Source: an optimization exercise on an open RTL-to-GDS flow (aim: small area). Production flows keep margins and buffers that such runs may drop. In this exercise RTL edits were held to simulation tests only and were not proved equivalent to the original.

### design.v
module LCD_driver(
    input system_clk, rst, run,
    input [31:0] score,
    output LCD_RW, LCD_EN, LCD_RS, LCD_RST,
    output reg [7:0] LCD_DATA
);
    localparam S0 = 3'd0, S1 = 3'd1, S1J = 3'd5, S2A = 3'd2, S2B = 3'd3, S3 = 3'd4, S4 = 3'd6;
    reg [2:0] st;
    reg [5:0] idx;
    reg [3:0] dreg;
    wire [3:0] dig;
    wire [2:0] dhi;
    LCD_conv conv(.x(score), .k(~idx[3:0]), .d(dig));
    LCD_d5 dd(.c(dreg[3:1]), .r(dhi));
    wire fresh = (idx == 6'd0);
    assign LCD_RS  = ~fresh;
    assign LCD_RW  = fresh;
    assign LCD_EN  = fresh | (st == S2A) | (st == S2B) | (st == S3);
    assign LCD_RST = (fresh & (st == S0)) | (st == S1J);
    wire go4 = (run & ~idx[5]) | (idx[5] & (idx[4] | (idx[3:0] == 4'd0)));
    always @(posedge system_clk) begin
        if (st == S1) dreg <= dig;
        if (rst) begin
            st <= S0;
            idx <= 6'd0;
        end else begin
            case (st)
                S0:  st <= go4 ? S4 : S1;
                S1:  begin st <= S2A; idx <= idx + 6'd1; end
                S1J: begin st <= S2A; idx <= 6'd33; end
                S2A: st <= S2B;
                S2B: st <= S3;
                S3:  st <= S0;
                S4:  st <= run ? S1J : S4;
                default: st <= 3'bxxx;
            endcase
        end
    end
    always @* begin
        case (idx)
            6'd0:  LCD_DATA = 8'h00;
            6'd1:  LCD_DATA = 8'h28;  
            6'd2:  LCD_DATA = 8'h45;  
            6'd3:  LCD_DATA = 8'h4C;  
            6'd4:  LCD_DATA = 8'h4C;  
            6'd5:  LCD_DATA = 8'h4F;  
            6'd6:  LCD_DATA = 8'h01;  
            6'd7, 6'd8, 6'd9, 6'd10, 6'd11, 6'd12, 6'd13, 6'd14, 6'd15, 6'd16:
                   LCD_DATA = 8'h5F;  
            6'd17: LCD_DATA = 8'h30;  
            6'd18: LCD_DATA = 8'h52;  
            6'd19: LCD_DATA = 8'h45;  
            6'd20: LCD_DATA = 8'h53;  
            6'd21: LCD_DATA = 8'h53;  
            6'd22: LCD_DATA = 8'h5F;  
            6'd23: LCD_DATA = 8'h52;  
            6'd24: LCD_DATA = 8'h55;  
            6'd25: LCD_DATA = 8'h4E;  
            6'd26: LCD_DATA = 8'h01;  
            6'd27, 6'd28, 6'd29, 6'd30, 6'd31, 6'd32:
                   LCD_DATA = 8'h5F;  
            6'd33: LCD_DATA = 8'h33;  
            6'd34: LCD_DATA = 8'h43;  
            6'd35: LCD_DATA = 8'h4F;  
            6'd36: LCD_DATA = 8'h52;  
            6'd37: LCD_DATA = 8'h45;  
            6'd38: LCD_DATA = 8'h1A;  
            default: LCD_DATA = {4'h3, dhi, dreg[0]};
        endcase
    end
endmodule
module LCD_conv(input [31:0] x, input [3:0] k, output reg [3:0] d);
    wire [31:0] y0;
    wire [28:0] y1;
    wire [25:0] y2;
    wire [22:0] y3;
    wire [18:0] y4;
    wire [15:0] y5;
    wire [12:0] y6;
    wire [8:0] y7;
    wire [5:0] y8;
    wire [2:0] y9;
    assign y0 = x;
    wire [2:0] s_0_30;
    LCD_e5 e0(.b(y0[31:30]), .s(s_0_30));
    wire [2:0] s_0_29; wire q_0_29;
    LCD_m5 c0_29(.s(s_0_30), .y(y0[29]), .q(q_0_29), .o(s_0_29));
    wire [2:0] s_0_28; wire q_0_28;
    LCD_m5 c0_28(.s(s_0_29), .y(y0[28]), .q(q_0_28), .o(s_0_28));
    wire [2:0] s_0_27; wire q_0_27;
    LCD_m5 c0_27(.s(s_0_28), .y(y0[27]), .q(q_0_27), .o(s_0_27));
    wire [2:0] s_0_26; wire q_0_26;
    LCD_m5 c0_26(.s(s_0_27), .y(y0[26]), .q(q_0_26), .o(s_0_26));
    wire [2:0] s_0_25; wire q_0_25;
    LCD_m5 c0_25(.s(s_0_26), .y(y0[25]), .q(q_0_25), .o(s_0_25));
    wire [2:0] s_0_24; wire q_0_24;
    LCD_m5 c0_24(.s(s_0_25), .y(y0[24]), .q(q_0_24), .o(s_0_24));
    wire [2:0] s_0_23; wire q_0_23;
    LCD_m5 c0_23(.s(s_0_24), .y(y0[23]), .q(q_0_23), .o(s_0_23));
    wire [2:0] s_0_22; wire q_0_22;
    LCD_m5 c0_22(.s(s_0_23), .y(y0[22]), .q(q_0_22), .o(s_0_22));
    wire [2:0] s_0_21; wire q_0_21;
    LCD_m5 c0_21(.s(s_0_22), .y(y0[21]), .q(q_0_21), .o(s_0_21));
    wire [2:0] s_0_20; wire q_0_20;
    LCD_m5 c0_20(.s(s_0_21), .y(y0[20]), .q(q_0_20), .o(s_0_20));
    wire [2:0] s_0_19; wire q_0_19;
    LCD_m5 c0_19(.s(s_0_20), .y(y0[19]), .q(q_0_19), .o(s_0_19));
    wire [2:0] s_0_18; wire q_0_18;
    LCD_m5 c0_18(.s(s_0_19), .y(y0[18]), .q(q_0_18), .o(s_0_18));
    wire [2:0] s_0_17; wire q_0_17;
    LCD_m5 c0_17(.s(s_0_18), .y(y0[17]), .q(q_0_17), .o(s_0_17));
    wire [2:0] s_0_16; wire q_0_16;
    LCD_m5 c0_16(.s(s_0_17), .y(y0[16]), .q(q_0_16), .o(s_0_16));
    wire [2:0] s_0_15; wire q_0_15;
    LCD_m5 c0_15(.s(s_0_16), .y(y0[15]), .q(q_0_15), .o(s_0_15));
    wire [2:0] s_0_14; wire q_0_14;
    LCD_m5 c0_14(.s(s_0_15), .y(y0[14]), .q(q_0_14), .o(s_0_14));
    wire [2:0] s_0_13; wire q_0_13;
    LCD_m5 c0_13(.s(s_0_14), .y(y0[13]), .q(q_0_13), .o(s_0_13));
    wire [2:0] s_0_12; wire q_0_12;
    LCD_m5 c0_12(.s(s_0_13), .y(y0[12]), .q(q_0_12), .o(s_0_12));
    wire [2:0] s_0_11; wire q_0_11;
    LCD_m5 c0_11(.s(s_0_12), .y(y0[11]), .q(q_0_11), .o(s_0_11));
    wire [2:0] s_0_10; wire q_0_10;
    LCD_m5 c0_10(.s(s_0_11), .y(y0[10]), .q(q_0_10), .o(s_0_10));
    wire [2:0] s_0_9; wire q_0_9;
    LCD_m5 c0_9(.s(s_0_10), .y(y0[9]), .q(q_0_9), .o(s_0_9));
    wire [2:0] s_0_8; wire q_0_8;
    LCD_m5 c0_8(.s(s_0_9), .y(y0[8]), .q(q_0_8), .o(s_0_8));
    wire [2:0] s_0_7; wire q_0_7;
    LCD_m5 c0_7(.s(s_0_8), .y(y0[7]), .q(q_0_7), .o(s_0_7));
    wire [2:0] s_0_6; wire q_0_6;
    LCD_m5 c0_6(.s(s_0_7), .y(y0[6]), .q(q_0_6), .o(s_0_6));
    wire [2:0] s_0_5; wire q_0_5;
    LCD_m5 c0_5(.s(s_0_6), .y(y0[5]), .q(q_0_5), .o(s_0_5));
    wire [2:0] s_0_4; wire q_0_4;
    LCD_m5 c0_4(.s(s_0_5), .y(y0[4]), .q(q_0_4), .o(s_0_4));
    wire [2:0] s_0_3; wire q_0_3;
    LCD_m5 c0_3(.s(s_0_4), .y(y0[3]), .q(q_0_3), .o(s_0_3));
    wire [2:0] s_0_2; wire q_0_2;
    LCD_m5 c0_2(.s(s_0_3), .y(y0[2]), .q(q_0_2), .o(s_0_2));
    wire [2:0] last_o_0; wire q_0_1;   
    LCD_m5 c0_1(.s(s_0_2), .y(y0[1]), .q(q_0_1), .o(last_o_0));
    assign y1[0] = q_0_1;
    assign y1[1] = q_0_2;
    assign y1[2] = q_0_3;
    assign y1[3] = q_0_4;
    assign y1[4] = q_0_5;
    assign y1[5] = q_0_6;
    assign y1[6] = q_0_7;
    assign y1[7] = q_0_8;
    assign y1[8] = q_0_9;
    assign y1[9] = q_0_10;
    assign y1[10] = q_0_11;
    assign y1[11] = q_0_12;
    assign y1[12] = q_0_13;
    assign y1[13] = q_0_14;
    assign y1[14] = q_0_15;
    assign y1[15] = q_0_16;
    assign y1[16] = q_0_17;
    assign y1[17] = q_0_18;
    assign y1[18] = q_0_19;
    assign y1[19] = q_0_20;
    assign y1[20] = q_0_21;
    assign y1[21] = q_0_22;
    assign y1[22] = q_0_23;
    assign y1[23] = q_0_24;
    assign y1[24] = q_0_25;
    assign y1[25] = q_0_26;
    assign y1[26] = q_0_27;
    assign y1[27] = q_0_28;
    assign y1[28] = q_0_29;
    wire [2:0] pen0 = s_0_2;
    wire [2:0] s_1_27;
    LCD_e5 e1(.b(y1[28:27]), .s(s_1_27));
    wire [2:0] s_1_26; wire q_1_26;
    LCD_m5 c1_26(.s(s_1_27), .y(y1[26]), .q(q_1_26), .o(s_1_26));
    wire [2:0] s_1_25; wire q_1_25;
    LCD_m5 c1_25(.s(s_1_26), .y(y1[25]), .q(q_1_25), .o(s_1_25));
    wire [2:0] s_1_24; wire q_1_24;
    LCD_m5 c1_24(.s(s_1_25), .y(y1[24]), .q(q_1_24), .o(s_1_24));
    wire [2:0] s_1_23; wire q_1_23;
    LCD_m5 c1_23(.s(s_1_24), .y(y1[23]), .q(q_1_23), .o(s_1_23));
    wire [2:0] s_1_22; wire q_1_22;
    LCD_m5 c1_22(.s(s_1_23), .y(y1[22]), .q(q_1_22), .o(s_1_22));
    wire [2:0] s_1_21; wire q_1_21;
    LCD_m5 c1_21(.s(s_1_22), .y(y1[21]), .q(q_1_21), .o(s_1_21));
    wire [2:0] s_1_20; wire q_1_20;
    LCD_m5 c1_20(.s(s_1_21), .y(y1[20]), .q(q_1_20), .o(s_1_20));
    wire [2:0] s_1_19; wire q_1_19;
    LCD_m5 c1_19(.s(s_1_20), .y(y1[19]), .q(q_1_19), .o(s_1_19));
    wire [2:0] s_1_18; wire q_1_18;
    LCD_m5 c1_18(.s(s_1_19), .y(y1[18]), .q(q_1_18), .o(s_1_18));
    wire [2:0] s_1_17; wire q_1_17;
    LCD_m5 c1_17(.s(s_1_18), .y(y1[17]), .q(q_1_17), .o(s_1_17));
    wire [2:0] s_1_16; wire q_1_16;
    LCD_m5 c1_16(.s(s_1_17), .y(y1[16]), .q(q_1_16), .o(s_1_16));
    wire [2:0] s_1_15; wire q_1_15;
    LCD_m5 c1_15(.s(s_1_16), .y(y1[15]), .q(q_1_15), .o(s_1_15));
    wire [2:0] s_1_14; wire q_1_14;
    LCD_m5 c1_14(.s(s_1_15), .y(y1[14]), .q(q_1_14), .o(s_1_14));
    wire [2:0] s_1_13; wire q_1_13;
    LCD_m5 c1_13(.s(s_1_14), .y(y1[13]), .q(q_1_13), .o(s_1_13));
    wire [2:0] s_1_12; wire q_1_12;
    LCD_m5 c1_12(.s(s_1_13), .y(y1[12]), .q(q_1_12), .o(s_1_12));
    wire [2:0] s_1_11; wire q_1_11;
    LCD_m5 c1_11(.s(s_1_12), .y(y1[11]), .q(q_1_11), .o(s_1_11));
    wire [2:0] s_1_10; wire q_1_10;
    LCD_m5 c1_10(.s(s_1_11), .y(y1[10]), .q(q_1_10), .o(s_1_10));
    wire [2:0] s_1_9; wire q_1_9;
    LCD_m5 c1_9(.s(s_1_10), .y(y1[9]), .q(q_1_9), .o(s_1_9));
    wire [2:0] s_1_8; wire q_1_8;
    LCD_m5 c1_8(.s(s_1_9), .y(y1[8]), .q(q_1_8), .o(s_1_8));
    wire [2:0] s_1_7; wire q_1_7;
    LCD_m5 c1_7(.s(s_1_8), .y(y1[7]), .q(q_1_7), .o(s_1_7));
    wire [2:0] s_1_6; wire q_1_6;
    LCD_m5 c1_6(.s(s_1_7), .y(y1[6]), .q(q_1_6), .o(s_1_6));
    wire [2:0] s_1_5; wire q_1_5;
    LCD_m5 c1_5(.s(s_1_6), .y(y1[5]), .q(q_1_5), .o(s_1_5));
    wire [2:0] s_1_4; wire q_1_4;
    LCD_m5 c1_4(.s(s_1_5), .y(y1[4]), .q(q_1_4), .o(s_1_4));
    wire [2:0] s_1_3; wire q_1_3;
    LCD_m5 c1_3(.s(s_1_4), .y(y1[3]), .q(q_1_3), .o(s_1_3));
    wire [2:0] s_1_2; wire q_1_2;
    LCD_m5 c1_2(.s(s_1_3), .y(y1[2]), .q(q_1_2), .o(s_1_2));
    wire [2:0] last_o_1; wire q_1_1;   
    LCD_m5 c1_1(.s(s_1_2), .y(y1[1]), .q(q_1_1), .o(last_o_1));
    assign y2[0] = q_1_1;
    assign y2[1] = q_1_2;
    assign y2[2] = q_1_3;
    assign y2[3] = q_1_4;
    assign y2[4] = q_1_5;
    assign y2[5] = q_1_6;
    assign y2[6] = q_1_7;
    assign y2[7] = q_1_8;
    assign y2[8] = q_1_9;
    assign y2[9] = q_1_10;
    assign y2[10] = q_1_11;
    assign y2[11] = q_1_12;
    assign y2[12] = q_1_13;
    assign y2[13] = q_1_14;
    assign y2[14] = q_1_15;
    assign y2[15] = q_1_16;
    assign y2[16] = q_1_17;
    assign y2[17] = q_1_18;
    assign y2[18] = q_1_19;
    assign y2[19] = q_1_20;
    assign y2[20] = q_1_21;
    assign y2[21] = q_1_22;
    assign y2[22] = q_1_23;
    assign y2[23] = q_1_24;
    assign y2[24] = q_1_25;
    assign y2[25] = q_1_26;
    wire [2:0] pen1 = s_1_2;
    wire [2:0] s_2_24;
    LCD_e5 e2(.b(y2[25:24]), .s(s_2_24));
    wire [2:0] s_2_23; wire q_2_23;
    LCD_m5 c2_23(.s(s_2_24), .y(y2[23]), .q(q_2_23), .o(s_2_23));
    wire [2:0] s_2_22; wire q_2_22;
    LCD_m5 c2_22(.s(s_2_23), .y(y2[22]), .q(q_2_22), .o(s_2_22));
    wire [2:0] s_2_21; wire q_2_21;
    LCD_m5 c2_21(.s(s_2_22), .y(y2[21]), .q(q_2_21), .o(s_2_21));
    wire [2:0] s_2_20; wire q_2_20;
    LCD_m5 c2_20(.s(s_2_21), .y(y2[20]), .q(q_2_20), .o(s_2_20));
    wire [2:0] s_2_19; wire q_2_19;
    LCD_m5 c2_19(.s(s_2_20), .y(y2[19]), .q(q_2_19), .o(s_2_19));
    wire [2:0] s_2_18; wire q_2_18;
    LCD_m5 c2_18(.s(s_2_19), .y(y2[18]), .q(q_2_18), .o(s_2_18));
    wire [2:0] s_2_17; wire q_2_17;
    LCD_m5 c2_17(.s(s_2_18), .y(y2[17]), .q(q_2_17), .o(s_2_17));
    wire [2:0] s_2_16; wire q_2_16;
    LCD_m5 c2_16(.s(s_2_17), .y(y2[16]), .q(q_2_16), .o(s_2_16));
    wire [2:0] s_2_15; wire q_2_15;
    LCD_m5 c2_15(.s(s_2_16), .y(y2[15]), .q(q_2_15), .o(s_2_15));
    wire [2:0] s_2_14; wire q_2_14;
    LCD_m5 c2_14(.s(s_2_15), .y(y2[14]), .q(q_2_14), .o(s_2_14));
    wire [2:0] s_2_13; wire q_2_13;
    LCD_m5 c2_13(.s(s_2_14), .y(y2[13]), .q(q_2_13), .o(s_2_13));
    wire [2:0] s_2_12; wire q_2_12;
    LCD_m5 c2_12(.s(s_2_13), .y(y2[12]), .q(q_2_12), .o(s_2_12));
    wire [2:0] s_2_11; wire q_2_11;
    LCD_m5 c2_11(.s(s_2_12), .y(y2[11]), .q(q_2_11), .o(s_2_11));
    wire [2:0] s_2_10; wire q_2_10;
    LCD_m5 c2_10(.s(s_2_11), .y(y2[10]), .q(q_2_10), .o(s_2_10));
    wire [2:0] s_2_9; wire q_2_9;
    LCD_m5 c2_9(.s(s_2_10), .y(y2[9]), .q(q_2_9), .o(s_2_9));
    wire [2:0] s_2_8; wire q_2_8;
    LCD_m5 c2_8(.s(s_2_9), .y(y2[8]), .q(q_2_8), .o(s_2_8));
    wire [2:0] s_2_7; wire q_2_7;
    LCD_m5 c2_7(.s(s_2_8), .y(y2[7]), .q(q_2_7), .o(s_2_7));
    wire [2:0] s_2_6; wire q_2_6;
    LCD_m5 c2_6(.s(s_2_7), .y(y2[6]), .q(q_2_6), .o(s_2_6));
    wire [2:0] s_2_5; wire q_2_5;
    LCD_m5 c2_5(.s(s_2_6), .y(y2[5]), .q(q_2_5), .o(s_2_5));
    wire [2:0] s_2_4; wire q_2_4;
    LCD_m5 c2_4(.s(s_2_5), .y(y2[4]), .q(q_2_4), .o(s_2_4));
    wire [2:0] s_2_3; wire q_2_3;
    LCD_m5 c2_3(.s(s_2_4), .y(y2[3]), .q(q_2_3), .o(s_2_3));
    wire [2:0] s_2_2; wire q_2_2;
    LCD_m5 c2_2(.s(s_2_3), .y(y2[2]), .q(q_2_2), .o(s_2_2));
    wire [2:0] last_o_2; wire q_2_1;   
    LCD_m5 c2_1(.s(s_2_2), .y(y2[1]), .q(q_2_1), .o(last_o_2));
    assign y3[0] = q_2_1;
    assign y3[1] = q_2_2;
    assign y3[2] = q_2_3;
    assign y3[3] = q_2_4;
    assign y3[4] = q_2_5;
    assign y3[5] = q_2_6;
    assign y3[6] = q_2_7;
    assign y3[7] = q_2_8;
    assign y3[8] = q_2_9;
    assign y3[9] = q_2_10;
    assign y3[10] = q_2_11;
    assign y3[11] = q_2_12;
    assign y3[12] = q_2_13;
    assign y3[13] = q_2_14;
    assign y3[14] = q_2_15;
    assign y3[15] = q_2_16;
    assign y3[16] = q_2_17;
    assign y3[17] = q_2_18;
    assign y3[18] = q_2_19;
    assign y3[19] = q_2_20;
    assign y3[20] = q_2_21;
    assign y3[21] = q_2_22;
    assign y3[22] = q_2_23;
    wire [2:0] pen2 = s_2_2;
    wire [2:0] s_3_21;
    LCD_e5 e3(.b(y3[22:21]), .s(s_3_21));
    wire [2:0] s_3_20; wire q_3_20;
    LCD_m5 c3_20(.s(s_3_21), .y(y3[20]), .q(q_3_20), .o(s_3_20));
    wire [2:0] s_3_19; wire q_3_19;
    LCD_m5 c3_19(.s(s_3_20), .y(y3[19]), .q(q_3_19), .o(s_3_19));
    wire [2:0] s_3_18; wire q_3_18;
    LCD_m5 c3_18(.s(s_3_19), .y(y3[18]), .q(q_3_18), .o(s_3_18));
    wire [2:0] s_3_17; wire q_3_17;
    LCD_m5 c3_17(.s(s_3_18), .y(y3[17]), .q(q_3_17), .o(s_3_17));
    wire [2:0] s_3_16; wire q_3_16;
    LCD_m5 c3_16(.s(s_3_17), .y(y3[16]), .q(q_3_16), .o(s_3_16));
    wire [2:0] s_3_15; wire q_3_15;
    LCD_m5 c3_15(.s(s_3_16), .y(y3[15]), .q(q_3_15), .o(s_3_15));
    wire [2:0] s_3_14; wire q_3_14;
    LCD_m5 c3_14(.s(s_3_15), .y(y3[14]), .q(q_3_14), .o(s_3_14));
    wire [2:0] s_3_13; wire q_3_13;
    LCD_m5 c3_13(.s(s_3_14), .y(y3[13]), .q(q_3_13), .o(s_3_13));
    wire [2:0] s_3_12; wire q_3_12;
    LCD_m5 c3_12(.s(s_3_13), .y(y3[12]), .q(q_3_12), .o(s_3_12));
    wire [2:0] s_3_11; wire q_3_11;
    LCD_m5 c3_11(.s(s_3_12), .y(y3[11]), .q(q_3_11), .o(s_3_11));
    wire [2:0] s_3_10; wire q_3_10;
    LCD_m5 c3_10(.s(s_3_11), .y(y3[10]), .q(q_3_10), .o(s_3_10));
    wire [2:0] s_3_9; wire q_3_9;
    LCD_m5 c3_9(.s(s_3_10), .y(y3[9]), .q(q_3_9), .o(s_3_9));
    wire [2:0] s_3_8; wire q_3_8;
    LCD_m5 c3_8(.s(s_3_9), .y(y3[8]), .q(q_3_8), .o(s_3_8));
    wire [2:0] s_3_7; wire q_3_7;
    LCD_m5 c3_7(.s(s_3_8), .y(y3[7]), .q(q_3_7), .o(s_3_7));
    wire [2:0] s_3_6; wire q_3_6;
    LCD_m5 c3_6(.s(s_3_7), .y(y3[6]), .q(q_3_6), .o(s_3_6));
    wire [2:0] s_3_5; wire q_3_5;
    LCD_m5 c3_5(.s(s_3_6), .y(y3[5]), .q(q_3_5), .o(s_3_5));
    wire [2:0] s_3_4; wire q_3_4;
    LCD_m5 c3_4(.s(s_3_5), .y(y3[4]), .q(q_3_4), .o(s_3_4));
    wire [2:0] s_3_3; wire q_3_3;
    LCD_m5 c3_3(.s(s_3_4), .y(y3[3]), .q(q_3_3), .o(s_3_3));
    wire [2:0] s_3_2; wire q_3_2;
    LCD_m5 c3_2(.s(s_3_3), .y(y3[2]), .q(q_3_2), .o(s_3_2));
    wire [2:0] last_o_3; wire q_3_1;   
    LCD_m5 c3_1(.s(s_3_2), .y(y3[1]), .q(q_3_1), .o(last_o_3));
    assign y4[0] = q_3_1;
    assign y4[1] = q_3_2;
    assign y4[2] = q_3_3;
    assign y4[3] = q_3_4;
    assign y4[4] = q_3_5;
    assign y4[5] = q_3_6;
    assign y4[6] = q_3_7;
    assign y4[7] = q_3_8;
    assign y4[8] = q_3_9;
    assign y4[9] = q_3_10;
    assign y4[10] = q_3_11;
    assign y4[11] = q_3_12;
    assign y4[12] = q_3_13;
    assign y4[13] = q_3_14;
    assign y4[14] = q_3_15;
    assign y4[15] = q_3_16;
    assign y4[16] = q_3_17;
    assign y4[17] = q_3_18;
    assign y4[18] = q_3_19;
    wire [2:0] pen3 = s_3_2;
    wire [2:0] s_4_17;
    LCD_e5 e4(.b(y4[18:17]), .s(s_4_17));
    wire [2:0] s_4_16; wire q_4_16;
    LCD_m5 c4_16(.s(s_4_17), .y(y4[16]), .q(q_4_16), .o(s_4_16));
    wire [2:0] s_4_15; wire q_4_15;
    LCD_m5 c4_15(.s(s_4_16), .y(y4[15]), .q(q_4_15), .o(s_4_15));
    wire [2:0] s_4_14; wire q_4_14;
    LCD_m5 c4_14(.s(s_4_15), .y(y4[14]), .q(q_4_14), .o(s_4_14));
    wire [2:0] s_4_13; wire q_4_13;
    LCD_m5 c4_13(.s(s_4_14), .y(y4[13]), .q(q_4_13), .o(s_4_13));
    wire [2:0] s_4_12; wire q_4_12;
    LCD_m5 c4_12(.s(s_4_13), .y(y4[12]), .q(q_4_12), .o(s_4_12));
    wire [2:0] s_4_11; wire q_4_11;
    LCD_m5 c4_11(.s(s_4_12), .y(y4[11]), .q(q_4_11), .o(s_4_11));
    wire [2:0] s_4_10; wire q_4_10;
    LCD_m5 c4_10(.s(s_4_11), .y(y4[10]), .q(q_4_10), .o(s_4_10));
    wire [2:0] s_4_9; wire q_4_9;
    LCD_m5 c4_9(.s(s_4_10), .y(y4[9]), .q(q_4_9), .o(s_4_9));
    wire [2:0] s_4_8; wire q_4_8;
    LCD_m5 c4_8(.s(s_4_9), .y(y4[8]), .q(q_4_8), .o(s_4_8));
    wire [2:0] s_4_7; wire q_4_7;
    LCD_m5 c4_7(.s(s_4_8), .y(y4[7]), .q(q_4_7), .o(s_4_7));
    wire [2:0] s_4_6; wire q_4_6;
    LCD_m5 c4_6(.s(s_4_7), .y(y4[6]), .q(q_4_6), .o(s_4_6));
    wire [2:0] s_4_5; wire q_4_5;
    LCD_m5 c4_5(.s(s_4_6), .y(y4[5]), .q(q_4_5), .o(s_4_5));
    wire [2:0] s_4_4; wire q_4_4;
    LCD_m5 c4_4(.s(s_4_5), .y(y4[4]), .q(q_4_4), .o(s_4_4));
    wire [2:0] s_4_3; wire q_4_3;
    LCD_m5 c4_3(.s(s_4_4), .y(y4[3]), .q(q_4_3), .o(s_4_3));
    wire [2:0] s_4_2; wire q_4_2;
    LCD_m5 c4_2(.s(s_4_3), .y(y4[2]), .q(q_4_2), .o(s_4_2));
    wire [2:0] last_o_4; wire q_4_1;   
    LCD_m5 c4_1(.s(s_4_2), .y(y4[1]), .q(q_4_1), .o(last_o_4));
    assign y5[0] = q_4_1;
    assign y5[1] = q_4_2;
    assign y5[2] = q_4_3;
    assign y5[3] = q_4_4;
    assign y5[4] = q_4_5;
    assign y5[5] = q_4_6;
    assign y5[6] = q_4_7;
    assign y5[7] = q_4_8;
    assign y5[8] = q_4_9;
    assign y5[9] = q_4_10;
    assign y5[10] = q_4_11;
    assign y5[11] = q_4_12;
    assign y5[12] = q_4_13;
    assign y5[13] = q_4_14;
    assign y5[14] = q_4_15;
    assign y5[15] = q_4_16;
    wire [2:0] pen4 = s_4_2;
    wire [2:0] s_5_14;
    LCD_e5 e5(.b(y5[15:14]), .s(s_5_14));
    wire [2:0] s_5_13; wire q_5_13;
    LCD_m5 c5_13(.s(s_5_14), .y(y5[13]), .q(q_5_13), .o(s_5_13));
    wire [2:0] s_5_12; wire q_5_12;
    LCD_m5 c5_12(.s(s_5_13), .y(y5[12]), .q(q_5_12), .o(s_5_12));
    wire [2:0] s_5_11; wire q_5_11;
    LCD_m5 c5_11(.s(s_5_12), .y(y5[11]), .q(q_5_11), .o(s_5_11));
    wire [2:0] s_5_10; wire q_5_10;
    LCD_m5 c5_10(.s(s_5_11), .y(y5[10]), .q(q_5_10), .o(s_5_10));
    wire [2:0] s_5_9; wire q_5_9;
    LCD_m5 c5_9(.s(s_5_10), .y(y5[9]), .q(q_5_9), .o(s_5_9));
    wire [2:0] s_5_8; wire q_5_8;
    LCD_m5 c5_8(.s(s_5_9), .y(y5[8]), .q(q_5_8), .o(s_5_8));
    wire [2:0] s_5_7; wire q_5_7;
    LCD_m5 c5_7(.s(s_5_8), .y(y5[7]), .q(q_5_7), .o(s_5_7));
    wire [2:0] s_5_6; wire q_5_6;
    LCD_m5 c5_6(.s(s_5_7), .y(y5[6]), .q(q_5_6), .o(s_5_6));
    wire [2:0] s_5_5; wire q_5_5;
    LCD_m5 c5_5(.s(s_5_6), .y(y5[5]), .q(q_5_5), .o(s_5_5));
    wire [2:0] s_5_4; wire q_5_4;
    LCD_m5 c5_4(.s(s_5_5), .y(y5[4]), .q(q_5_4), .o(s_5_4));
    wire [2:0] s_5_3; wire q_5_3;
    LCD_m5 c5_3(.s(s_5_4), .y(y5[3]), .q(q_5_3), .o(s_5_3));
    wire [2:0] s_5_2; wire q_5_2;
    LCD_m5 c5_2(.s(s_5_3), .y(y5[2]), .q(q_5_2), .o(s_5_2));
    wire [2:0] last_o_5; wire q_5_1;   
    LCD_m5 c5_1(.s(s_5_2), .y(y5[1]), .q(q_5_1), .o(last_o_5));
    assign y6[0] = q_5_1;
    assign y6[1] = q_5_2;
    assign y6[2] = q_5_3;
    assign y6[3] = q_5_4;
    assign y6[4] = q_5_5;
    assign y6[5] = q_5_6;
    assign y6[6] = q_5_7;
    assign y6[7] = q_5_8;
    assign y6[8] = q_5_9;
    assign y6[9] = q_5_10;
    assign y6[10] = q_5_11;
    assign y6[11] = q_5_12;
    assign y6[12] = q_5_13;
    wire [2:0] pen5 = s_5_2;
    wire [2:0] s_6_11;
    LCD_e5 e6(.b(y6[12:11]), .s(s_6_11));
    wire [2:0] s_6_10; wire q_6_10;
    LCD_m5 c6_10(.s(s_6_11), .y(y6[10]), .q(q_6_10), .o(s_6_10));
    wire [2:0] s_6_9; wire q_6_9;
    LCD_m5 c6_9(.s(s_6_10), .y(y6[9]), .q(q_6_9), .o(s_6_9));
    wire [2:0] s_6_8; wire q_6_8;
    LCD_m5 c6_8(.s(s_6_9), .y(y6[8]), .q(q_6_8), .o(s_6_8));
    wire [2:0] s_6_7; wire q_6_7;
    LCD_m5 c6_7(.s(s_6_8), .y(y6[7]), .q(q_6_7), .o(s_6_7));
    wire [2:0] s_6_6; wire q_6_6;
    LCD_m5 c6_6(.s(s_6_7), .y(y6[6]), .q(q_6_6), .o(s_6_6));
    wire [2:0] s_6_5; wire q_6_5;
    LCD_m5 c6_5(.s(s_6_6), .y(y6[5]), .q(q_6_5), .o(s_6_5));
    wire [2:0] s_6_4; wire q_6_4;
    LCD_m5 c6_4(.s(s_6_5), .y(y6[4]), .q(q_6_4), .o(s_6_4));
    wire [2:0] s_6_3; wire q_6_3;
    LCD_m5 c6_3(.s(s_6_4), .y(y6[3]), .q(q_6_3), .o(s_6_3));
    wire [2:0] s_6_2; wire q_6_2;
    LCD_m5 c6_2(.s(s_6_3), .y(y6[2]), .q(q_6_2), .o(s_6_2));
    wire [2:0] last_o_6; wire q_6_1;   
    LCD_m5 c6_1(.s(s_6_2), .y(y6[1]), .q(q_6_1), .o(last_o_6));
    assign y7[0] = q_6_1;
    assign y7[1] = q_6_2;
    assign y7[2] = q_6_3;
    assign y7[3] = q_6_4;
    assign y7[4] = q_6_5;
    assign y7[5] = q_6_6;
    assign y7[6] = q_6_7;
    assign y7[7] = q_6_8;
    assign y7[8] = q_6_9;
    wire [2:0] pen6 = s_6_2;
    wire [2:0] s_7_7;
    LCD_e5 e7(.b(y7[8:7]), .s(s_7_7));
    wire [2:0] s_7_6; wire q_7_6;
    LCD_m5 c7_6(.s(s_7_7), .y(y7[6]), .q(q_7_6), .o(s_7_6));
    wire [2:0] s_7_5; wire q_7_5;
    LCD_m5 c7_5(.s(s_7_6), .y(y7[5]), .q(q_7_5), .o(s_7_5));
    wire [2:0] s_7_4; wire q_7_4;
    LCD_m5 c7_4(.s(s_7_5), .y(y7[4]), .q(q_7_4), .o(s_7_4));
    wire [2:0] s_7_3; wire q_7_3;
    LCD_m5 c7_3(.s(s_7_4), .y(y7[3]), .q(q_7_3), .o(s_7_3));
    wire [2:0] s_7_2; wire q_7_2;
    LCD_m5 c7_2(.s(s_7_3), .y(y7[2]), .q(q_7_2), .o(s_7_2));
    wire [2:0] last_o_7; wire q_7_1;   
    LCD_m5 c7_1(.s(s_7_2), .y(y7[1]), .q(q_7_1), .o(last_o_7));
    assign y8[0] = q_7_1;
    assign y8[1] = q_7_2;
    assign y8[2] = q_7_3;
    assign y8[3] = q_7_4;
    assign y8[4] = q_7_5;
    assign y8[5] = q_7_6;
    wire [2:0] pen7 = s_7_2;
    wire [2:0] s_8_4;
    LCD_e5 e8(.b(y8[5:4]), .s(s_8_4));
    wire [2:0] s_8_3; wire q_8_3;
    LCD_m5 c8_3(.s(s_8_4), .y(y8[3]), .q(q_8_3), .o(s_8_3));
    wire [2:0] s_8_2; wire q_8_2;
    LCD_m5 c8_2(.s(s_8_3), .y(y8[2]), .q(q_8_2), .o(s_8_2));
    wire [2:0] last_o_8; wire q_8_1;   
    LCD_m5 c8_1(.s(s_8_2), .y(y8[1]), .q(q_8_1), .o(last_o_8));
    assign y9[0] = q_8_1;
    assign y9[1] = q_8_2;
    assign y9[2] = q_8_3;
    wire [2:0] pen8 = s_8_2;
    wire [2:0] pen9;
    LCD_e5 e9(.b({1'b0, y9[2]}), .s(pen9));
    reg [2:0] ms; reg my1, my0;
    always @* begin
        case (k)
            4'd0: begin ms = pen0; my1 = y0[1]; my0 = y0[0]; end
            4'd1: begin ms = pen1; my1 = y1[1]; my0 = y1[0]; end
            4'd2: begin ms = pen2; my1 = y2[1]; my0 = y2[0]; end
            4'd3: begin ms = pen3; my1 = y3[1]; my0 = y3[0]; end
            4'd4: begin ms = pen4; my1 = y4[1]; my0 = y4[0]; end
            4'd5: begin ms = pen5; my1 = y5[1]; my0 = y5[0]; end
            4'd6: begin ms = pen6; my1 = y6[1]; my0 = y6[0]; end
            4'd7: begin ms = pen7; my1 = y7[1]; my0 = y7[0]; end
            4'd8: begin ms = pen8; my1 = y8[1]; my0 = y8[0]; end
            4'd9: begin ms = pen9; my1 = y9[1]; my0 = y9[0]; end
            default: begin ms = 3'bxxx; my1 = 1'bx; my0 = 1'bx; end
        endcase
    end
    wire [2:0] fs; wire unused_q;
    LCD_m5 cl(.s(ms), .y(my1), .q(unused_q), .o(fs));
    always @* d = {fs, my0};
endmodule
module LCD_m5(input [2:0] s, input y, output q, output [2:0] o);
    assign q = (s[2]) | (y & s[1]);
    assign o[0] = (~y & s[2]) | (y & ~s[1] & ~s[2]);
    assign o[1] = (~y & s[0] & ~s[2]) | (y & s[0] & s[2]);
    assign o[2] = (~s[0] & s[2]) | (~y & s[1]) | (y & s[0] & ~s[2]);
endmodule
module LCD_e5(input [1:0] b, output [2:0] s);
    assign s[0] = (b[0]);
    assign s[1] = (~b[0] & b[1]);
    assign s[2] = (b[0] & b[1]);
endmodule
module LCD_d5(input [2:0] c, output [2:0] r);
    assign r[0] = (c[0]);
    assign r[1] = (c[1]) | (c[0] & c[2]);
    assign r[2] = (~c[0] & c[2]);
endmodule
### flow/run.sh
#!/bin/bash

set -euo pipefail
W=$(pwd)
cat > "$W/area_synth.tcl" <<EOT
proc abc {args} {
  set i [lsearch -exact \$args -script]
  if {\$i >= 0} { lset args [expr {\$i + 1}] {$W/flow/area.abc} }
  yosys abc {*}\$args
}
source {$W/synth_recipe.tcl}
EOT
bash standard.sh SYNTH_SCRIPT="$W/area_synth.tcl" "BUFFER_PORTS_ARGS=-buffer_cell sky130_fd_sc_hd__buf_1" SKIP_INCREMENTAL_REPAIR=1 finish > "$W/standard_flow.log" 2>&1
### flow/area.abc
strash
balance -l
resub -K 6 -l
rewrite -l
resub -K 6 -N 2 -l
refactor -l
resub -K 8 -l
balance -l
resub -K 8 -N 2 -l
rewrite -l
resub -K 10 -l
rewrite -z -l
resub -K 10 -N 2 -l
balance -l
resub -K 12 -l
refactor -z -l
resub -K 12 -N 2 -l
rewrite -z -l
balance -l
balance -l
resub -K 6 -l
rewrite -l
resub -K 6 -N 2 -l
refactor -l
resub -K 8 -l
balance -l
resub -K 8 -N 2 -l
rewrite -l
resub -K 10 -l
rewrite -z -l
resub -K 10 -N 2 -l
balance -l
resub -K 12 -l
refactor -z -l
resub -K 12 -N 2 -l
rewrite -z -l
balance -l
dch -f
amap -x
topo
### standard.sh
#!/bin/bash
# synth_recipe.tcl (not shown) runs the flow's synth.tcl, then flattens the netlist and writes it again
# the make line also repeats each setting of config.mk as NAME=value (left out here)
make -C /OpenROAD-flow-scripts/flow DESIGN_CONFIG=/design/flow/config.mk WORK_HOME=/design/flow/orfs CLKGATE_MAP_FILE= SYNTH_SCRIPT=/design/flow/synth_recipe.tcl "${@:-finish}"
### config.mk
export PLATFORM = sky130hd
export DESIGN_NAME = LCD_driver
export DESIGN_NICKNAME = LCD_driver
export VERILOG_FILES = /design/flow/design.v
export SDC_FILE = /design/flow/constraint.sdc
export NUM_CORES = 4
export LEC_CHECK = 0
export ABC_AREA = 1
export CAP_MARGIN = 20
export CORE_MARGIN = 2
export CORE_UTILIZATION = 60
export CTS_BUF_LIST = sky130_fd_sc_hd__clkbuf_4
export PLACE_DENSITY = 0.7
export SLEW_MARGIN = 20
### constraint.sdc
create_clock -name core_clock -period 30.0 [get_ports {system_clk}]
set_input_delay 6.0000 -clock core_clock [delete_from_list [all_inputs] [get_ports {system_clk}]]
set_output_delay 6.0000 -clock core_clock [all_outputs]
set_load 0.01 [all_outputs]
==> results.sh, run 1 <==
export IMPL_fp_coreArea_um2=9770
export IMPL_synth_edf_count=4
export IMPL_grt_max_degree=11
export IMPL_syn_inst=1179
export IMPL_hold_depth=2
export IMPL_dp_hpwl_um=11600
export IMPL_postRouteAntennaNets=0
export IMPL_antenna_cells=0
export IMPL_grt_first_pass_wirelength_um=25800
export IMPL_cts_sinks=13
export IMPL_slew_viol_final=0
export IMPL_maxCapViolations=0
export IMPL_port_buffers=45
export IMPL_worstHoldStart="st[1]"
export IMPL_path_class="input port to flop"
export IMPL_avgViaCountPerCell=5.61
export IMPL_die_area_um2=10900
export IMPL_grt_antenna_before_repair=0
export IMPL_hold_path_class="flop to flop"
export IMPL_rrSetupSlack_ns=26.68
export IMPL_fmax_mhz=33.3
export IMPL_yosys_top_cells_area="nor2_1, o21ai_0, clkinv_1"
export IMPL_grt_usage_pct=25.6
export IMPL_so_faults="negative setup slack"
export IMPL_drt_pass1_iter_count=5
export IMPL_worstReg2RegEnd="dreg[3]"
export IMPL_cp_start_kind="input port"
export IMPL_yosysSeqAreaShare_pct=4.96
export IMPL_routed_via_count=7636
export IMPL_synth_area_um2=6050
export IMPL_required_ns=30.04
export IMPL_die_width_um=104
export IMPL_overflow=0
export IMPL_dieHeight_um=104
export IMPL_crit_start="score[31]"
export IMPL_fin_skew_ns=0.000394
export IMPL_ctsResizeCount=0
export IMPL_crit_fanout=7
export IMPL_synth_nets=1218
export IMPL_cts_tree="built"
export IMPL_cp_end_kind="flop"
export IMPL_final_min_clock_period_ns=30.01
export IMPL_ys_ff_latch=13
export IMPL_drt_total_wl_um=13800
export IMPL_wire_per_inst_um=10.2
export IMPL_synthArstFlopShare_pct=0
export IMPL_nFillCells=1022
export IMPL_status="failed layout checks"
export IMPL_clkLatencyLatePin_ns=0.28
export IMPL_cts_post_setup_buffers_inserted=0
export IMPL_root_buffer="clkbuf_4"
export IMPL_synth_top_cell_by_area="nor2_1"
export IMPL_preCtsSetupSlack_ns=-0.207
export IMPL_synth_cell_types=48
export IMPL_final_setup_tns_ns=-0.0107
export IMPL_rr_startpoint="idx[3]"
export IMPL_finalCritPeriodShare_pct=100
export IMPL_drt_initial_drc_count=479
export IMPL_setup_viol=1
export IMPL_cts_hold_buffers_added=0
export IMPL_io_pins=47
export IMPL_post_route_util_pct=65.6
export IMPL_cp_common_cell="o21ai_0"
export IMPL_hold_violations=0
export IMPL_cp_arrival_ns=30.05
export IMPL_drive_gt1_share_pct=0.326
export IMPL_grt_pass1_vias=6481
export IMPL_yosys_area_top_type_share_pct=15.4
export IMPL_start_util_pct=61.9
export IMPL_cp_top_family="compound AO/OA/AOI/OAI gates"
export IMPL_cp_num_buf_inv=18
export IMPL_drcViolationCount=0
export IMPL_whs_endpoint="st[2]"
export IMPL_clock_path_buffers=2
export IMPL_ys_warn_count=2
export IMPL_tightest_slew_ns=0.888
export IMPL_gp_congestion=0.917
export IMPL_cts_buffers=3
export IMPL_num_rows=36
export IMPL_critPathSlowestCell="o21ai_0"
export IMPL_slew_headroom_pct=40.0
export IMPL_syn_to_final_growth_pct=5.91
export IMPL_rr_worst_depth=12
export IMPL_synth_flop_cell="dfxtp_1"
export IMPL_syn_avg_cell_area_um2=5.13
export IMPL_fin_ws_ns=-0.0107
export IMPL_clkTransAtPathRegs_ns=0.08
export IMPL_finalNetCount=1267
export IMPL_h_tree_depth=1
export IMPL_worst_path_largest_cell_delay_ns=0.41
## worst max path at each step
stage                     slack [ns]  cells after the start      end
after global placement          0.37                    108  dreg[3]
after floorplan                 3.79                    107  dreg[3]
after global routing           -4.29                    108  dreg[3]
after detailed placement       -0.21                    108  dreg[3]
final                          -0.01                    108  dreg[3]
after CTS                       0.05                    108  dreg[3]
## through the flow
step	cells	area (um^2)	hold WS, ns
2_1_floorplan	1179	6050	0.460
3_3_place_gp	1356	6380	0.491
3_5_place_dp	1356	6380	0.490
4_1_cts	1360	6410	0.497
5_1_grt	1360	6410	0.547
6_report	1360	6410	0.506
## worst register-to-register path, stage by stage (launching register included)
cell and delay (ns):
dfxtp_1 0.52, clkinv_1 0.22, nor3_1 0.37, clkinv_1 0.25, nand3_1 0.15, nor3_1 0.11
nor3_1 0.20, o211ai_1 0.13, nor2_1 0.10, o31ai_1 0.09, o41ai_1 0.59, nor3_1 0.09
a221o_1 0.27
## state kept, by name, summed over array words and instances (netlist names)
register,count
dreg,4
st,3
idx,6
## layer usage
| layer | part of all wire, % | global-route usage (%) | wire length (um) | vias up |
|---|---|---|---|---|
| met5 | 0 | 0 | 0 | - |
| met4 | 0.26 | 2.32 | 36 | 0 |
| met3 | 3.1 | 0.689 | 435 | 4 |
| met2 | 43 | 43.7 | 5900 | 116 |
| met1 | 54 | 37.0 | 7460 | 3239 |
| li1 | - | - | - | 4277 |
## synthesized netlist by cell type, types with 2 or more instances
master and number:
a2111o_1 2, a211oi_1 3, a21boi_0 4, a21o_1 2, a21oi_1 75, a221o_1 2
a22oi_1 7, a311oi_1 3, a31oi_1 33, clkinv_1 197, dfxtp_1 9, edfxtp_1 4
ha_1 4, nand2_1 113, nand2b_1 2, nand3_1 14, nor2_1 249, nor2b_1 34
nor3_1 39, nor3b_1 3, nor4_1 7, o211ai_1 18, o21a_1 26, o21ai_0 185
o21bai_1 6, o221ai_1 16, o22a_1 3, o22ai_1 40, o31a_1 2, o31ai_1 13
o32ai_1 5, o41ai_1 2, or2_0 31, or3_1 12
## cell families (layout without fill, tap and decap cells)
| kind of cell | count (synthesis) | in the layout | share of synthesized area (%) |
|---|---|---|---|
| AOI/OAI and AO/OA | 455 | 455 | 45.3 |
| adders and majority gates | 4 | 4 | 0.827 |
| and+or+nand+nor | 508 | 508 | 36.5 |
| buffers and inverters | 198 | 246 | 12.3 |
| other | 1 | 1 | 0.0620 |
| DFF | 13 | 13 | 4.96 |
## placed cells by master, fill, tap and decap left out, types with 9 or more instances in the layout
cell	netlist	routed
o211ai_1	18	18
or3_1	12	12
nand2_1	113	113
buf_1	0	45
or2_0	31	31
nor2_1	249	249
o21ai_0	185	185
a21oi_1	75	75
nor2b_1	34	34
dfxtp_1	9	9
o31ai_1	13	13
o221ai_1	16	16
o22ai_1	40	40
nor3_1	39	39
clkinv_1	197	197
nand3_1	14	14
a31oi_1	33	33
o21a_1	26	26
## layout make-up
| type | count | area [um^2] | area share, % |
|---|---|---|---|
| Multi-Input combinational cell | 968 | 5000 | 78.1 |
| Inverter | 197 | 739 | 11.5 |
| Sequential cell | 13 | 300 | 4.68 |
| Timing Repair Buffer | 45 | 169 | 2.64 |
| Tap cell | 133 | 166 | 2.60 |
| Clock buffer | 4 | 30.0 | 0.468 |
==> inputs of run 2 (changes only) <==
--- a/flow/run.sh
+++ b/flow/run.sh
@@ -12,2 +12,2 @@
 EOT
-bash standard.sh SYNTH_SCRIPT="$W/area_synth.tcl" "BUFFER_PORTS_ARGS=-buffer_cell sky130_fd_sc_hd__buf_1" SKIP_INCREMENTAL_REPAIR=1 finish > "$W/standard_flow.log" 2>&1
+bash standard.sh SYNTH_SCRIPT="$W/area_synth.tcl" "BUFFER_PORTS_ARGS=-buffer_cell sky130_fd_sc_hd__buf_1" SETUP_SLACK_MARGIN=-3.0 finish > "$W/standard_flow.log" 2>&1
==> results.sh, run 2 <==
export IMPL_dieHeight_um=104
export IMPL_syn_avg_cell_area_um2=5.13
export IMPL_synth_area_um2=6050
export IMPL_dp_hpwl_um=11600
export IMPL_overflow=0
export IMPL_ys_warn_count=2
export IMPL_drt_pass1_iter_count=5
export IMPL_hold_violations=0
export IMPL_root_buffer="clkbuf_4"
export IMPL_io_pins=47
export IMPL_postRouteAntennaNets=0
export IMPL_clock_path_buffers=2
export IMPL_die_area_um2=10900
export IMPL_avgViaCountPerCell=5.63
export IMPL_clkLatencyLatePin_ns=0.28
export IMPL_whs_ns=0.506
export IMPL_design_area_um2=6410
export IMPL_synthTopCellsByCount="nor2_1, clkinv_1, o21ai_0, nand2_1, a21oi_1"
export IMPL_cts_sinks=13
export IMPL_crit_fanout=7
export IMPL_clkTransAtPathRegs_ns=0.08
export IMPL_synth_edf_count=4
export IMPL_yosysSeqAreaShare_pct=4.96
export IMPL_cts_hold_buffers_added=0
export IMPL_synth_flop_cell="dfxtp_1"
export IMPL_preCtsSetupSlack_ns=-0.207
export IMPL_grt_max_degree=11
export IMPL_drt_total_wl_um=13900
export IMPL_grt_usage_pct=25.6
export IMPL_cp_top_family="compound AO/OA/AOI/OAI gates"
export IMPL_cts_tree="built"
export IMPL_grt_first_pass_wirelength_um=25800
export IMPL_hold_depth=2
export IMPL_synth_most_common_cell="nor2_1"
export IMPL_drive_gt1_share_pct=0.407
export IMPL_syn_to_final_growth_pct=6.00
export IMPL_fmax_mhz=34.6
export IMPL_final_setup_tns_ns=0
export IMPL_routed_via_count=7650
export IMPL_fp_coreArea_um2=9770
export IMPL_start_util_pct=61.9
export IMPL_slew_viol_final=0
export IMPL_cp_depth=116
export IMPL_worst_path_largest_cell_delay_ns=0.39
export IMPL_layout_common_cells="nor2_1, clkinv_1, o21ai_0"
export IMPL_fin_ws_ns=1.12
export IMPL_grt_antenna_before_repair=0
export IMPL_final_common_cell="nor2_1"
export IMPL_path_class="input port to flop"
export IMPL_syn_inst=1179
export IMPL_post_route_util_pct=65.6
export IMPL_die_width_um=104
export IMPL_multi_input_area_um2=5010
export IMPL_largestRegisters="idx: 6 flops, dreg: 4 flops, st: 3 flops"
export IMPL_yosys_area_top_type_share_pct=15.4
export IMPL_yosys_top_cells_area="nor2_1, o21ai_0, clkinv_1"
export IMPL_nFillCells=1020
export IMPL_hold_path_class="flop to flop"
export IMPL_top_register="idx"
export IMPL_cp_end_kind="flop"
export IMPL_critPathSlowestCell="o31ai_1"
export IMPL_cp_start_kind="input port"
export IMPL_wire_per_inst_um=10.2
export IMPL_largest_reg_flops=6
export IMPL_port_buffers=45
export IMPL_finalNetCount=1267
export IMPL_drt_initial_drc_count=517
export IMPL_synth_top_cell_by_area="nor2_1"
export IMPL_slew_headroom_pct=40.2
export IMPL_final_min_clock_period_ns=28.88
export IMPL_synth_nets=1218
export IMPL_drcViolationCount=0
export IMPL_instances_no_fill=1360
export IMPL_ys_ff_latch=13
export IMPL_status="no timing/DRC/antenna violations"
export IMPL_finalCritPeriodShare_pct=96.3
export IMPL_cp_common_cell="o21ai_0"
export IMPL_gp_congestion=0.917
export IMPL_cp_arrival_ns=28.92
export IMPL_antenna_cells=0
export IMPL_placed_cell_area_um2=6380
export IMPL_maxCapViolations=0
export IMPL_cts_buffers=3
export IMPL_fin_skew_ns=0.000446
export IMPL_setup_viol=0
export IMPL_cp_num_buf_inv=18
export IMPL_tightest_slew_ns=0.885
export IMPL_h_tree_depth=1
export IMPL_synth_cell_types=48
export IMPL_grt_pass1_vias=6481
export IMPL_synthArstFlopShare_pct=0
export IMPL_required_ns=30.04
export IMPL_rr_worst_depth=12
export IMPL_seqCellArea_um2=300
export IMPL_num_rows=36
export IMPL_numPlacedInstances=1356
==> run 2: changes by cell type in the layout (fill, tap and decap cells not counted) <==
cell | previous run | this run
o21ai_0 | 185 | 176
o21ai_1 | 0 | 9
o31ai_1 | 13 | 12
o31ai_2 | 0 | 1
==> run 2: kinds of logic (layout without fill, tap and decap cells) <==
kind of cell / after synthesis / count (layout) / synth area share [%]
other: 1 / 1 / 0.0620
AOI/OAI and AO/OA: 455 / 455 / 45.3
buffers and inverters: 198 / 246 / 12.3
and+or+nand+nor: 508 / 508 / 36.5
DFF: 13 / 13 / 4.96
adders and majority gates: 4 / 4 / 0.827
==> run 2: layer usage <==
metal  up-vias  share of wire (%)  GRT usage (%)
li1       4273                  -              -
met3         8                3.5          0.689
met2       136                 43           43.7
met5         -                  0              0
met4         0               0.43           2.32
met1      3233                 53           37.0
==> run 2: final cells by class <==
class,instances,area share [%]
Clock buffer,4,0.468
Inverter,197,11.5
Multi-Input combinational cell,968,78.1
Sequential cell,13,4.68
Tap cell,133,2.59
Timing Repair Buffer,45,2.63
==> run 2: final timing paths <==
path	from	end	slack [ns]
min reg2reg	st[1]	st[2]	0.51
max	score[31]	dreg[3]	1.12
min	st[1]	st[2]	0.51
max reg2reg	idx[3]	dreg[3]	26.64
==> run 2: worst min-delay path: cells and delay by family (launching register included) <==
family          cells  cell delay, ns
compound gates      1            0.08
flops               1            0.32
simple gates        1            0.06
==> run 2: repair_timing <==
item / in CTS / in global routing
resized for setup: 0 / 10
setup buffers: 0 / 0
endpoints found under the hold margin: 0 / 0
endpoints found under the setup margin: 0 / 4

afterwards: timing with drivers on the ports:
Ports are ideal in the flow. The routed layouts listed here were re-timed in OpenROAD. Step 1, drivers: a clkbuf_16 drives system_clk and a buf_2 each remaining input, both assumed. Step 2 adds t to the input delays and takes it off the output delays; t is the mean of the earliest and latest rising clock arrival at the registers after step 1. Input paths then give back, and output paths get back, about the clock's delay inside the block. a / b / c = ideal ports / drivers / drivers and shift; a / b = the first two.
run	shift t [ns]	setup WS [ns]	clock arrival spread, ns	cell pins on the clock port's net
run 1	0.304	-0.011 / -0.010 / -0.314	0.000 / 0.000	1
run 2	0.303	1.123 / 1.124 / 0.820	0.001 / 0.001	1
